Background: an optimization exercise with open tools, aiming at small area. Do not read the settings as production practice.
RTL that was checked went through simulation tests only; none was proved equivalent to the original.
No activity file was given, so power comes from the tool's default toggle rates.

Setup of before:
==> flow/design.v <==
module debayer
    #(
    parameter line_length = 64
    )
    (
        input               clk,
        input               reset,
        input               sof_in,
        input [9:0]         pixel_data,
        input               pixel_data_valid,
        output logic [15:0] pixel_out_data,
        output logic        pixel_out_data_valid,
        output logic        sof,
        output logic        sof_2
    );
    assign sof_2 = sof;
    localparam [2:0] ST_WAITFIRSTLINES = 3'd0,
                     ST_WAITFIRSTPIX   = 3'd1,
                     ST_G_B            = 3'd2,
                     ST_G_R            = 3'd3,
                     ST_R              = 3'd4,
                     ST_B              = 3'd5;
    localparam SEG = line_length - 5;    
    wire rst = reset | sof_in;
    logic [2:0]  db_state;
    logic        last_gb;
    logic [5:0]  pixel_x;
    logic [5:1]  pixel_valid;
    logic [8:0]  pixels_received;        
    logic [4:1]  hit;                    
    logic        sclr;
    logic [1:0]  rd_lvl;                 
    logic [1:0]  rd_lvl_d;
    logic [2:0]  xtra;                   
    logic        rgb_pixel_valid;
    logic [9:0]  buf_pixel, buf2_pixel, buf3_pixel;
    logic sh, hold;
    always @(posedge clk) begin
        sh   <= pixel_valid[2] & ~rst;
        hold <= ~(pixel_valid[2] & ~rst);
    end
    logic [4:0][9:0] w4;
    logic [4:0][7:0] w3, w2, w1;
    logic [4:2][7:0] w0;
    logic [SEG-1:0][7:0] d3;
    logic [SEG:0][7:0]   d2, d1, d0;
    wire [4:0][9:0]     w4_n = {buf3_pixel, w4[4:1]};
    wire [SEG-1:0][7:0] d3_n = {d3[SEG-2:0], w4[0][9:2]};
    wire [4:0][7:0]     w3_n = {d3[SEG-1], w3[4:1]};
    wire [SEG:0][7:0]   d2_n = {d2[SEG-1:0], w3[0]};
    wire [4:0][7:0]     w2_n = {(xtra[2] ? d2[SEG] : d2[SEG-1]), w2[4:1]};
    wire [SEG:0][7:0]   d1_n = {d1[SEG-1:0], w2[0]};
    wire [4:0][7:0]     w1_n = {(xtra[1] ? d1[SEG] : d1[SEG-1]), w1[4:1]};
    wire [SEG:0][7:0]   d0_n = {d0[SEG-1:0], w1[0]};
    wire [4:2][7:0]     w0_n = {(xtra[0] ? d0[SEG] : d0[SEG-1]), w0[4:3]};
    always @(posedge clk) begin
        w4 <= (w4_n & {50{sh}}) | (w4 & {50{hold}});
        d3 <= (d3_n & {SEG*8{sh}}) | (d3 & {SEG*8{hold}});
        w3 <= (w3_n & {40{sh}}) | (w3 & {40{hold}});
        d2 <= (d2_n & {(SEG+1)*8{sh}}) | (d2 & {(SEG+1)*8{hold}});
        w2 <= (w2_n & {40{sh}}) | (w2 & {40{hold}});
        d1 <= (d1_n & {(SEG+1)*8{sh}}) | (d1 & {(SEG+1)*8{hold}});
        w1 <= (w1_n & {40{sh}}) | (w1 & {40{hold}});
        d0 <= (d0_n & {(SEG+1)*8{sh}}) | (d0 & {(SEG+1)*8{hold}});
        w0 <= (w0_n & {24{sh}}) | (w0 & {24{hold}});
    end
    wire [7:0] q02 = w0[2];
    wire [7:0] q11 = w1[1], q12 = w1[2], q13 = w1[3];
    wire [7:0] q20 = w2[0], q21 = w2[1], q22 = w2[2], q23 = w2[3], q24 = w2[4];
    wire [7:0] q31 = w3[1], q32 = w3[2], q33 = w3[3];
    wire [9:0] r   = w4[2];
    logic [7:0] pa, pb;          
    logic [8:0] pnh, pnv, pfh;   
    logic [9:0] pr, pd;          
    always @(posedge clk) begin
        pa  <= q22;
        pb  <= q02;
        pnh <= q21 + q23;
        pnv <= q12 + q32;
        pfh <= q20 + q24;
        pr  <= r;
        pd  <= q11 + q13 + q31 + q33;
    end
    logic is_g;              
    always_comb is_g = (db_state == ST_G_R) || (db_state == ST_G_B);
    wire [15:0] x = (is_g ? 16'd53294 : 16'd57398)
                  + {pa, 5'd0} + {~pfh, 3'd0}
                  + (is_g ? {pnh, 5'd0} : {pnh, 4'd0})
                  + (is_g ? 16'd0 : {pnv, 4'd0})
                  + (is_g ? {pb, 2'd0} : {~pb, 3'd0})
                  + (is_g ? {pr[9:1], 1'b0} : {~pr, 1'b0})
                  + (is_g ? {~pd, 3'd0} : 16'd0)
                  + (is_g ? {pa, 3'd0} : 16'd0);
    wire [15:0] y = (is_g ? 16'd53302 : 16'd53313)
                  + {pa, 5'd0} + {pa, 3'd0} + {~pb, 3'd0} + {~pr, 1'b0}
                  + (is_g ? {~pd, 3'd0} : {pd, 4'd0})
                  + (is_g ? {pnv, 5'd0} : 16'd0)
                  + (is_g ? {pfh, 2'd0} : {~pfh, 2'd0})
                  + (is_g ? 16'd0 : {~pfh, 3'd0})
                  + (is_g ? 16'd0 : {pa, 3'd0})
                  + (is_g ? 16'd0 : {~pb, 2'd0})
                  + (is_g ? 16'd0 : {6'd0, ~pr})
                  + (is_g ? 16'd0 : {15'd0, pr[0]});
    function automatic [5:0] top6x2(input [15:0] s2);
        top6x2 = s2[15] ? 6'd0 : s2[14] ? 6'h3F : s2[13:8];
    endfunction
    wire [5:0] kx = top6x2(x);       
    wire [4:0] ky = top6x2(y) >> 1;  
    wire [5:0] k_c = pa[7:2];        
    logic [2:0] nstate;
    logic       n_last_gb;
    logic [5:0] n_pixel_x;
    always_comb begin
        nstate    = db_state;
        n_last_gb = last_gb;
        n_pixel_x = pixel_x;
        if (pixel_valid[4] && hit[4])
            nstate = ST_G_R;
        case (db_state)
            ST_R: if (pixel_valid[5]) begin
                n_pixel_x = pixel_x + 6'd2;
                if (pixel_x == line_length - 6) begin
                    nstate    = ST_WAITFIRSTPIX;
                    n_last_gb = 1'b0;
                end else
                    nstate = ST_G_R;
            end
            ST_G_R: if (pixel_valid[5]) nstate = ST_R;
            ST_G_B: if (pixel_valid[5]) begin
                n_pixel_x = pixel_x + 6'd2;
                if (pixel_x == line_length - 6) begin
                    nstate    = ST_WAITFIRSTPIX;
                    n_last_gb = 1'b1;
                end else
                    nstate = ST_B;
            end
            ST_B: if (pixel_valid[5]) nstate = ST_G_B;
            ST_WAITFIRSTPIX: if (pixel_valid[5]) begin
                if (pixel_x == line_length - 1) begin
                    n_pixel_x = 6'd0;
                    nstate    = last_gb ? ST_G_R : ST_B;
                end else
                    n_pixel_x = pixel_x + 6'd1;
            end
            default: ;
        endcase
    end
    logic [15:0] colors;
    always @(posedge clk) begin
        case (db_state)
            ST_R:    colors <= {ky,           kx,       k_c[5:1]};
            ST_G_R:  colors <= {ky,           k_c,      kx[5:1]};
            ST_G_B:  colors <= {kx[5:1],      k_c,      ky};
            default: colors <= {k_c[5:1],     kx,       ky};
        endcase
        pixel_out_data <= colors;
    end
    always @(posedge clk) begin
        buf_pixel  <= pixel_data;
        buf2_pixel <= buf_pixel;
        buf3_pixel <= buf2_pixel;
        sclr       <= rst;
        if (rst) begin
            db_state             <= ST_WAITFIRSTLINES;
            pixel_x              <= 6'd0;
            pixel_valid          <= 5'd0;
            pixels_received      <= 9'd0;
            hit                  <= 4'd0;
            rd_lvl               <= 2'd0;
            sof                  <= 1'b0;
            rgb_pixel_valid      <= 1'b0;
            pixel_out_data_valid <= 1'b0;
        end else begin
            pixel_valid          <= {pixel_valid[4:1], pixel_data_valid};
            pixel_out_data_valid <= rgb_pixel_valid;
            rd_lvl_d             <= rd_lvl;
            if (sclr) begin
                xtra <= 3'b000;
                if (rd_lvl_d[1] | rd_lvl_d[0])
                    xtra[2] <= 1'b1;
                if (rd_lvl_d[1])
                    xtra[1] <= 1'b1;
                if (rd_lvl_d[1] & rd_lvl_d[0])
                    xtra[0] <= 1'b1;
            end
            rd_lvl <= 2'd0;
            hit    <= {hit[3:1], 1'b0};
            if (pixel_data_valid) begin
                if (pixels_received != 9'd261)
                    pixels_received <= pixels_received + 9'd1;
                hit[1] <= (pixels_received == 9'd260);
                rd_lvl <= (pixels_received > 9'd180) ? 2'd3 :
                          (pixels_received > 9'd121) ? 2'd2 :
                          (pixels_received > 9'd62)  ? 2'd1 : 2'd0;
            end
            if (pixel_valid[4] && hit[4])
                sof <= 1'b1;
            if (db_state == ST_R)
                sof <= 1'b0;
            db_state <= nstate;
            last_gb  <= n_last_gb;
            pixel_x  <= n_pixel_x;
            rgb_pixel_valid <= (db_state == ST_R || db_state == ST_G_R ||
                                db_state == ST_G_B || db_state == ST_B) && pixel_valid[5];
        end
    end
endmodule
Settings: LEC_CHECK=0, CAP_MARGIN=20, CORE_MARGIN=2, CORE_UTILIZATION=70, GPL_TIMING_DRIVEN=0, SLEW_MARGIN=20; clock period 6.0 ns.
standard.sh (not shown) runs the stock make flow with config.mk's settings and CLKGATE_MAP_FILE= SYNTH_SCRIPT=/design/flow/synth_recipe.tcl, a recipe that flattens the netlist after the stock synthesis.
==> flow/flow/run.sh <==
#!/bin/bash
set -euo pipefail
export BUFFER_PORTS_ARGS="-buffer_cell sky130_fd_sc_hd__buf_1"
export CTS_ARGS="-sink_clustering_enable -repair_clock_nets -dont_use_dummy_load -buf_list sky130_fd_sc_hd__clkbuf_8 -sink_clustering_size 18 -sink_clustering_max_diameter 60 -sink_clustering_levels 2"
bash standard.sh > run_standard.log 2>&1
The flow for before finished, though final verification flagged setup timing.
The following lists how after was set up differently from before:
# before
export LEC_CHECK = 0
export CAP_MARGIN = 20
export CORE_MARGIN = 2
export CORE_UTILIZATION = 70
export GPL_TIMING_DRIVEN = 0
export SLEW_MARGIN = 20
create_clock -name core_clock -period 6.0 [get_ports {clk}]
# after
export LEC_CHECK = 0
export CAP_MARGIN = 20
export CORE_MARGIN = 2
export CORE_UTILIZATION = 70
export SLEW_MARGIN = 20
create_clock -name core_clock -period 6.0 [get_ports {clk}]
--- outcome ---
after vs. before: aggregate global-route resource usage went down by 1.7 points. Between before and after, maximum fanout along the worst path increased. Measured against each other, before and after differ in global routing usage on met3, the lower figure coming from after. Per the comparison of after with before, critical path's largest stage delay lost 0.02 ns; post-synthesis adder-cell area fraction comparable; total power saw a decrease; post-route setup TNS went up 0.11 ns; worst-case headroom to the max-slew limit dropped 6.5 points. Area of the placeable core: after vs before identical. Both conditions hold for after: the flow ran to the end and the final layout passed the timing, design-rule and antenna checks. Sequential share of layout area: after vs before up 1.3 points.

Another version of the RTL of debayer (not shown whole).
Size in the first run: roughly 3,400 cells after synthesis, about 33 I/O pins, ~76,000 um^2 of cells after synthesis.
clock: 6.0 ns
lec_check: 0
cap_margin: 20
core_margin: 2
core_utilization: 60
cts_cluster_diameter: 100
cts_cluster_size: 30
slew_margin: 20
run.sh (not shown) runs the stock make flow with config.mk's settings and CLKGATE_MAP_FILE= SYNTH_SCRIPT=/design/flow/synth_recipe.tcl, a recipe that flattens the netlist after the stock synthesis.
Stock flow here: none of the scripts above is used.
The starting point completed without violations.
Next try:
--- a/flow/config.mk
+++ b/flow/config.mk
@@ -10 +10 @@
-export CORE_UTILIZATION = 60
+export CORE_UTILIZATION = 40
Result:
- via count fell by 0.55%
- setup slack improves by 0.067 ns
- synthesized cell count does not change
No run of this note included a check of the RTL's function; only the layout flow was run.

Another version of the RTL of debayer (not shown whole).
Size: roughly 5800 cells after synthesis, ~2300 flip-flops, roughly 33 I/O pins, ~74000 um^2 of cells after synthesis.
clock: 6.0 ns
lec_check: 0
cap_margin: 20
core_margin: 2
core_utilization: 70
cts_cluster_diameter: 100
cts_cluster_size: 25
slew_margin: 20
Next try:
==> flow/flow/run.sh (new file) <==
#!/bin/bash
set -euo pipefail
export BUFFER_PORTS_ARGS="-buffer_cell sky130_fd_sc_hd__buf_1"
export CTS_ARGS="-sink_clustering_enable -repair_clock_nets -dont_use_dummy_load -buf_list sky130_fd_sc_hd__clkbuf_8 -sink_clustering_size 18 -sink_clustering_max_diameter 60 -sink_clustering_levels 2"
bash standard.sh > run_standard.log 2>&1
==> flow/standard.sh (new file) <==
#!/bin/bash
# synth_recipe.tcl (not shown) runs the flow's synth.tcl, then flattens the netlist and writes it again
# the make line also repeats each setting of config.mk as NAME=value (left out here)
make -C /OpenROAD-flow-scripts/flow DESIGN_CONFIG=/design/flow/config.mk WORK_HOME=/design/flow/orfs CLKGATE_MAP_FILE= SYNTH_SCRIPT=/design/flow/synth_recipe.tcl "${@:-finish}"
--- a/flow/config.mk
+++ b/flow/config.mk
@@ -9,5 +9,3 @@
 export CORE_MARGIN = 2
 export CORE_UTILIZATION = 70
-export CTS_CLUSTER_DIAMETER = 100
-export CTS_CLUSTER_SIZE = 25
 export SLEW_MARGIN = 20
removed: flow/run.sh
=> The new run finished clean; area after synthesis stays the same; final cell count rose by 0.41%; routed wire length is lower by 2.6%; sequential share of layout area went up by 0.75 points; design area shrinks by 1.3%; combinational power goes down by about 6%; fmax came out higher by 0.91%; total power is lower by 4.6%; non-clock buffer count went down by 8; via count is about the same.

job 1813:
debayer, a different RTL version from the one above (not shown whole).
Size in the first run: about 5,800 cells after synthesis, about 33 I/O pins.
==> flow/config.mk <==
export PLATFORM = sky130hd
export DESIGN_NAME = debayer
export DESIGN_NICKNAME = debayer
export VERILOG_FILES = /design/flow/design.v
export SDC_FILE = /design/flow/constraint.sdc
export NUM_CORES = 4
export LEC_CHECK = 0
export CAP_MARGIN = 20
export CORE_MARGIN = 2
export CORE_UTILIZATION = 70
export GPL_ROUTABILITY_DRIVEN = 0
export SLEW_MARGIN = 20
==> flow/constraint.sdc <==
create_clock -name core_clock -period 6.0 [get_ports {clk}]
set_input_delay 1.2000 -clock core_clock [delete_from_list [all_inputs] [get_ports {clk}]]
set_output_delay 1.2000 -clock core_clock [all_outputs]
set_load 0.01 [all_outputs]
standard.sh (not shown) runs the stock make flow with config.mk's settings and CLKGATE_MAP_FILE= SYNTH_SCRIPT=/design/flow/synth_recipe.tcl, a recipe that flattens the netlist after the stock synthesis.
==> flow/flow/run.sh <==
#!/bin/bash
set -euo pipefail
export BUFFER_PORTS_ARGS="-buffer_cell sky130_fd_sc_hd__buf_1"
export CTS_ARGS="-sink_clustering_enable -repair_clock_nets -dont_use_dummy_load -buf_list sky130_fd_sc_hd__clkbuf_8 -sink_clustering_size 18 -sink_clustering_max_diameter 60 -sink_clustering_levels 2"
bash standard.sh > run_standard.log 2>&1
Job 1813 did not stop at any stage, and its layout met the timing, design-rule and antenna checks.
Inputs modified between job 1813 and job 4040:
Settings: GPL_ROUTABILITY_DRIVEN no longer set, was 0.
### Flow results
Job 4040 finished end to end and its layout was clean on timing, DRC and antenna.
Taking job 1813 as the reference, in job 4040 final critical-path setup slack higher, hold violation total from the final report saw little to no change.
Going from job 1813 to job 4040, total length of routed met2 wires grew slightly.
On maximum achievable frequency: between job 4040 and job 1813, it ends up higher for job 4040.
~same worst stage delay on the critical path in job 4040 and job 1813
On via count, job 1813 tracks job 4040 almost exactly.
Between job 1813 and job 4040, the final design utilization does not differ in any meaningful way.

Another version of the RTL of debayer (not shown whole).
Size: roughly 2,300 flip-flops, ~33 I/O pins.
clock: 6.0 ns
lec_check: 0
cap_margin: 20
core_margin: 2
core_utilization: 60
slew_margin: 20
==> flow/flow/run.sh <==
#!/bin/bash
set -euo pipefail
export CTS_ARGS="-sink_clustering_enable -repair_clock_nets -dont_use_dummy_load -buf_list sky130_fd_sc_hd__clkbuf_8 -sink_clustering_size 18 -sink_clustering_max_diameter 60 -sink_clustering_levels 2"
bash standard.sh > run_standard.log 2>&1
The first run completed with no timing, DRC or antenna violations.
Rerun with:
==> flow/run.sh (new file) <==
#!/bin/bash
# synth_recipe.tcl (not shown) runs the flow's synth.tcl, then flattens the netlist and writes it again
# the make line also repeats each setting of config.mk as NAME=value (left out here)
make -C /OpenROAD-flow-scripts/flow DESIGN_CONFIG=/design/flow/config.mk WORK_HOME=/design/flow/orfs CLKGATE_MAP_FILE= SYNTH_SCRIPT=/design/flow/synth_recipe.tcl finish
CTS_CLUSTER_DIAMETER = 100   (was default)
CTS_CLUSTER_SIZE = 25   (was default)
removed: flow/flow/run.sh
removed: flow/standard.sh
Effect:
- The new run ran to the end with no violations
- sequential share of layout area fell by 0.81 points
- routed wire length fell slightly
- clock power rose by about a fifth
- clock-buffer cell count rose by 6
- hold slack improves by 0.021 ns
- sequential cell count is unchanged
- setup slack improves by 0.023 ns
- sequential power stays flat
- utilization rose by 0.64 points

## afterwards: timing with drivers on the ports
The flow's constraints put no driver on any port. The routed layouts listed below were extracted and timed again, unchanged, in two steps.
Step 1 sets driving cells, clkbuf_16 on the clock port and buf_2 on the other inputs (assumed; they add their load-dependent delay and slew).
Step 2 times the ports against the registers' clock, not the clock port: input delays grow and output delays shrink by t, the midpoint of the rising clock arrivals with the driver on.
Three values: ideal, step 1, step 2; two values: the first two.
run	t (ns)	setup WS [ns]	worst data-port slew with drivers (ns)	cell pins on the clock port's net
before	0.887	-0.043 / -0.043 / -0.043	0.05	1
after	0.875	0.215 / 0.215 / 0.215	0.05	1
the first run of note 2	0.788	0.252 / 0.252 / 0.252	0.03	1
the second run of note 2	0.812	0.319 / 0.319 / 0.319	0.08	1
the first run of note 3	0.771	0.415 / 0.415 / 0.415	0.06	1
the second run of note 3	0.883	0.465 / 0.465 / 0.465	0.04	1
job 1813	0.891	0.210 / 0.210 / 0.210	0.05	1
job 4040	0.873	0.446 / 0.446 / 0.446	0.04	1
the first run of note 5	0.899	0.259 / 0.259 / 0.259	0.03	1
the second run of note 5	0.794	0.282 / 0.282 / 0.282	0.03	1
